This design comes from an exercise in tuning for small area, a short achievable clock period and few clock cycles per item on the open sky130 flow, not from production work. At most, simulation tests tie the RTL to the original design; equivalence was not proved. Power figures rest on the tool's default switching activity, not on a simulated workload.

## the reference run
==> flow/design.v (excerpt) <==
module pe_con #(
    parameter SIZE = 16,
    parameter VECTOR_SIZE = 16,
    parameter L_RAM_SIZE = 4
) (
    input start,
    output done,
    input aclk,
    input aresetn,
    output [L_RAM_SIZE:0] rdaddr,
    input [SIZE-1:0] rddata,
    output [SIZE-1:0] wrdata
);
For scale: about 420 cells after synthesis, about 110 flip-flops, ~5200 µm² of cells after synthesis.
==> flow/config.mk <==
export PLATFORM = sky130hd
export DESIGN_NAME = pe_con
export DESIGN_NICKNAME = pe_con
export VERILOG_FILES = /design/flow/design.v
export SDC_FILE = /design/flow/constraint.sdc
export NUM_CORES = 4
export LEC_CHECK = 0
export CAP_MARGIN = 20
export CORE_MARGIN = 2
export CORE_UTILIZATION = 40
export CTS_BUF_LIST = sky130_fd_sc_hd__clkbuf_4 sky130_fd_sc_hd__clkbuf_8
export SETUP_SLACK_MARGIN = 4.6
export SLEW_MARGIN = 20
export SYNTH_HIERARCHICAL = 1
export SYNTH_MINIMUM_KEEP_SIZE = 0
==> flow/constraint.sdc <==
create_clock -name core_clock -period 7.0 [get_ports {aclk}]
set_input_delay 1.4000 -clock core_clock [delete_from_list [all_inputs] [get_ports {aclk}]]
set_output_delay 1.4000 -clock core_clock [all_outputs]
set_load 0.01 [all_outputs]
standard.sh (not shown) runs the stock make flow with config.mk's settings and CLKGATE_MAP_FILE= SYNTH_SCRIPT=/design/flow/synth_recipe.tcl, a recipe that flattens the netlist after the stock synthesis.
==> flow/flow/run.sh <==
#!/bin/bash
# The standard layout (standard synthesis unchanged), except that the
# port buffers are plain sky130_fd_sc_hd__buf_1 cells rather than the delay
# cells buffer_ports picks by default. Each step's full log is kept under
# orfs/logs/; make's own output goes to make_*.log here.
set -euo pipefail
bash standard.sh synth > make_synth.log 2>&1
bash standard.sh finish "BUFFER_PORTS_ARGS=-buffer_cell sky130_fd_sc_hd__buf_1" > make_finish.log 2>&1
Here is what was changed in the inputs of the trial run compared with the reference run.
--- a/flow/design.v
+++ b/flow/design.v
@@ -269,77 +269,23 @@
     pe_fa u_s271 (.a(c264), .b(s269), .c(c266), .s(s271), .co(c272));
     wire s273, c274;
     pe_ha u_s273 (.a(c268), .b(s271), .s(s273), .co(c274));
     wire s275, c276;
     pe_fa u_s275 (.a(q0[15]), .b(q1[15]), .c(q2[15]), .s(s275), .co(c276));
     wire s277, c278;
     pe_fa u_s277 (.a(acc_s[15]), .b(acc_c[15]), .c(c270), .s(s277), .co(c278));
     wire s279, c280;
     pe_fa u_s279 (.a(s275), .b(s277), .c(c272), .s(s279), .co(c280));
     wire [SIZE-1:0] nxt_s = {c274, s273, c262, s261, c252, s251, c242, c238, s237, s233, c228, c226, c224, c222, c220, s219};
     wire [SIZE-1:0] nxt_c = {s279, 1'b0, s267, 1'b0, s255, 1'b0, s245, s241, 1'b0, 1'b0, s229, s227, s225, s223, s221, 1'b0};
-    wire cx1 = (acc_s[1] & acc_c[1]);
-    wire cx2 = (acc_s[1] ^ acc_c[1]);
-    wire cx3 = (acc_s[2] & acc_c[2]);
-    wire cx4 = (acc_s[2] ^ acc_c[2]);
-    wire cx5 = (acc_s[3] & acc_c[3]);
-    wire cx6 = (acc_s[3] ^ acc_c[3]);
-    wire cx7 = (acc_s[4] & acc_c[4]);
-    wire cx8 = (acc_s[4] ^ acc_c[4]);
-    wire cx9 = (acc_s[5] & acc_c[5]);
-    wire cx10 = (acc_s[5] ^ acc_c[5]);
-    wire cx11 = (acc_s[8] & acc_c[8]);
-    wire cx12 = (acc_s[8] ^ acc_c[8]);
-    wire cx13 = (acc_s[9] & acc_c[9]);
-    wire cx14 = (acc_s[9] ^ acc_c[9]);
-    wire cx15 = (acc_s[11] & acc_c[11]);
-    wire cx16 = (acc_s[11] ^ acc_c[11]);
-    wire cx17 = (acc_s[13] & acc_c[13]);
-    wire cx18 = (acc_s[13] ^ acc_c[13]);
-    wire cx19 = (acc_s[15] & acc_c[15]);
-    wire cx20 = (acc_s[15] ^ acc_c[15]);
-    wire cx21 = cx2 & acc_s[0];
-    wire cx22 = cx5 | (cx6 & cx3);
-    wire cx23 = cx6 & cx4;
-    wire cx24 = cx9 | (cx10 & cx7);
-    wire cx25 = cx10 & cx8;
-    wire cx26 = cx13 | (cx14 & cx11);
-    wire cx27 = cx14 & cx12;
-    wire cx28 = cx16 & acc_s[10];
-    wire cx29 = cx18 & acc_s[12];
-    wire cx30 = cx20 & acc_s[14];
-    wire cx31 = cx22 | (cx23 & cx1);
-    wire cx32 = cx23 & cx21;
-    wire cx33 = cx15 | (cx28 & cx26);
-    wire cx34 = cx28 & cx27;
-    wire cx35 = cx19 | (cx30 & cx17);
-    wire cx36 = cx30 & cx29;
-    wire cx37 = cx35 | (cx36 & cx33);
-    wire cx38 = cx36 & cx34;
-    wire cx39 = cx37 | (cx38 & acc_s[7] & acc_s[6] & cx24 | (acc_s[7] & acc_s[6] & cx25 & cx31));
-    wire cx40 = cx38 & acc_s[7] & acc_s[6] & cx25 & cx32;
-    wire cx41 = cx33 | (cx34 & acc_s[7] & acc_s[6] & cx24 | (acc_s[7] & acc_s[6] & cx25 & cx31));
-    wire cx42 = cx34 & acc_s[7] & acc_s[6] & cx25 & cx32;
-    wire cx43 = cx24 | (cx25 & cx31);
-    wire cx44 = cx25 & cx32;
-    wire cx45 = cx26 | (cx27 & acc_s[7] & acc_s[6] & cx24 | (acc_s[7] & acc_s[6] & cx25 & cx31));
-    wire cx46 = cx27 & acc_s[7] & acc_s[6] & cx25 & cx32;
-    wire cx47 = cx17 | (cx29 & cx41);
-    wire cx48 = cx29 & cx42;
-    wire cx49 = cx3 | (cx4 & cx1);
-    wire cx50 = cx4 & cx21;
-    wire cx51 = cx7 | (cx8 & cx31);
-    wire cx52 = cx8 & cx32;
-    wire cx53 = cx11 | (cx12 & acc_s[7] & acc_s[6] & cx24 | (acc_s[7] & acc_s[6] & cx25 & cx31));
-    wire cx54 = cx12 & acc_s[7] & acc_s[6] & cx25 & cx32;
-    wire [SIZE-1:0] sum = {cx20 ^ acc_s[14] & cx47, acc_s[14] ^ cx47, cx18 ^ acc_s[12] & cx41, acc_s[12] ^ cx41, cx16 ^ acc_s[10] & cx45, acc_s[10] ^ cx45, cx14 ^ cx53, cx12 ^ acc_s[7] & acc_s[6] & cx24 | (acc_s[7] & acc_s[6] & cx25 & cx31), acc_s[7] ^ acc_s[6] & cx43, acc_s[6] ^ cx43, cx10 ^ cx51, cx8 ^ cx31, cx6 ^ cx49, cx4 ^ cx1, cx2, acc_s[0]};
+    wire [SIZE-1:0] sum = acc_s + acc_c;    
     always @(posedge aclk) begin
         acc_s <= ({SIZE{run}} & nxt_s) | ({SIZE{fin}} & sum);
         acc_c <= {SIZE{run}} & nxt_c;
     end
     assign wrdata = acc_s;
 endmodule
 module pe_fa (
     input a,
     input b,
     input c,
     output s,
Findings:
The trial run: no failed stages, no open violations at the end. Both conditions hold for the reference run: the flow ran to the end and the final layout passed the timing, DRC and antenna checks. Changes observed in the trial run relative to the reference run: switching portion of total power increased by 0.79 points relative to the old numbers, total routing usage reported by global routing picked up an extra 0.49 points, number of cells on the worst reg-to-reg path now smaller, number of filler instances in the final layout increased 0.75%. Number of cells upsized or downsized after cts: the trial run vs the reference run up 3. The trial run against the reference run: met1 layer usage reported by global route moved up, total via count in the routed design climbed 86. Compared with the reference run, the trial run shows switching power of the nets higher by about 3.7%. Of the two values seen for launch point of the worst path, acc_s[15] was produced by the reference run and ph_odd by the trial run. The trial run vs. the reference run: gate count of the mapped netlist increased by 0.96% relative to the old numbers; wire length increased by about 6% relative to the old numbers; core utilization of the finished layout closely matched the old numbers; global-route wire length before repair increased by 760 µm relative to the old numbers; leakage component of the power increased by about 2% relative to the old numbers. Relative to the reference run, the trial run degrades area enclosed by the die boundary.
Testbench counts of the trial run, summed over its fixed seeds: cycles 7,296, items 192.
For the reference run, only the layout was checked, not whether the RTL still works.

port drivers added, routing unchanged:
The flow's constraints put no driver on any port. The routed layouts listed below were extracted and timed again, unchanged, in two steps. Step 1 assumes that a clkbuf_16 drives the clock port and a buf_2 every other input. Step 2 times the ports against the registers' clock, not the clock port: input delays grow and output delays shrink by t, the midpoint of the rising clock arrivals with the driver on. a / b / c = ideal / step 1 / step 2; a / b = the first two.
run | t, ns | slack for setup (ns) | clock arrival spread, ns | worst slew at a driven data input, ns | pins driven straight from the clock port
the reference run | 0.402 | 4.646 / 4.609 / 4.672 | 0.011 / 0.011 | 0.03 | 1
the trial run | 0.407 | 4.628 / 4.625 / 4.628 | 0.011 / 0.011 | 0.03 | 1
After both steps setup and hold are still met in every run listed.
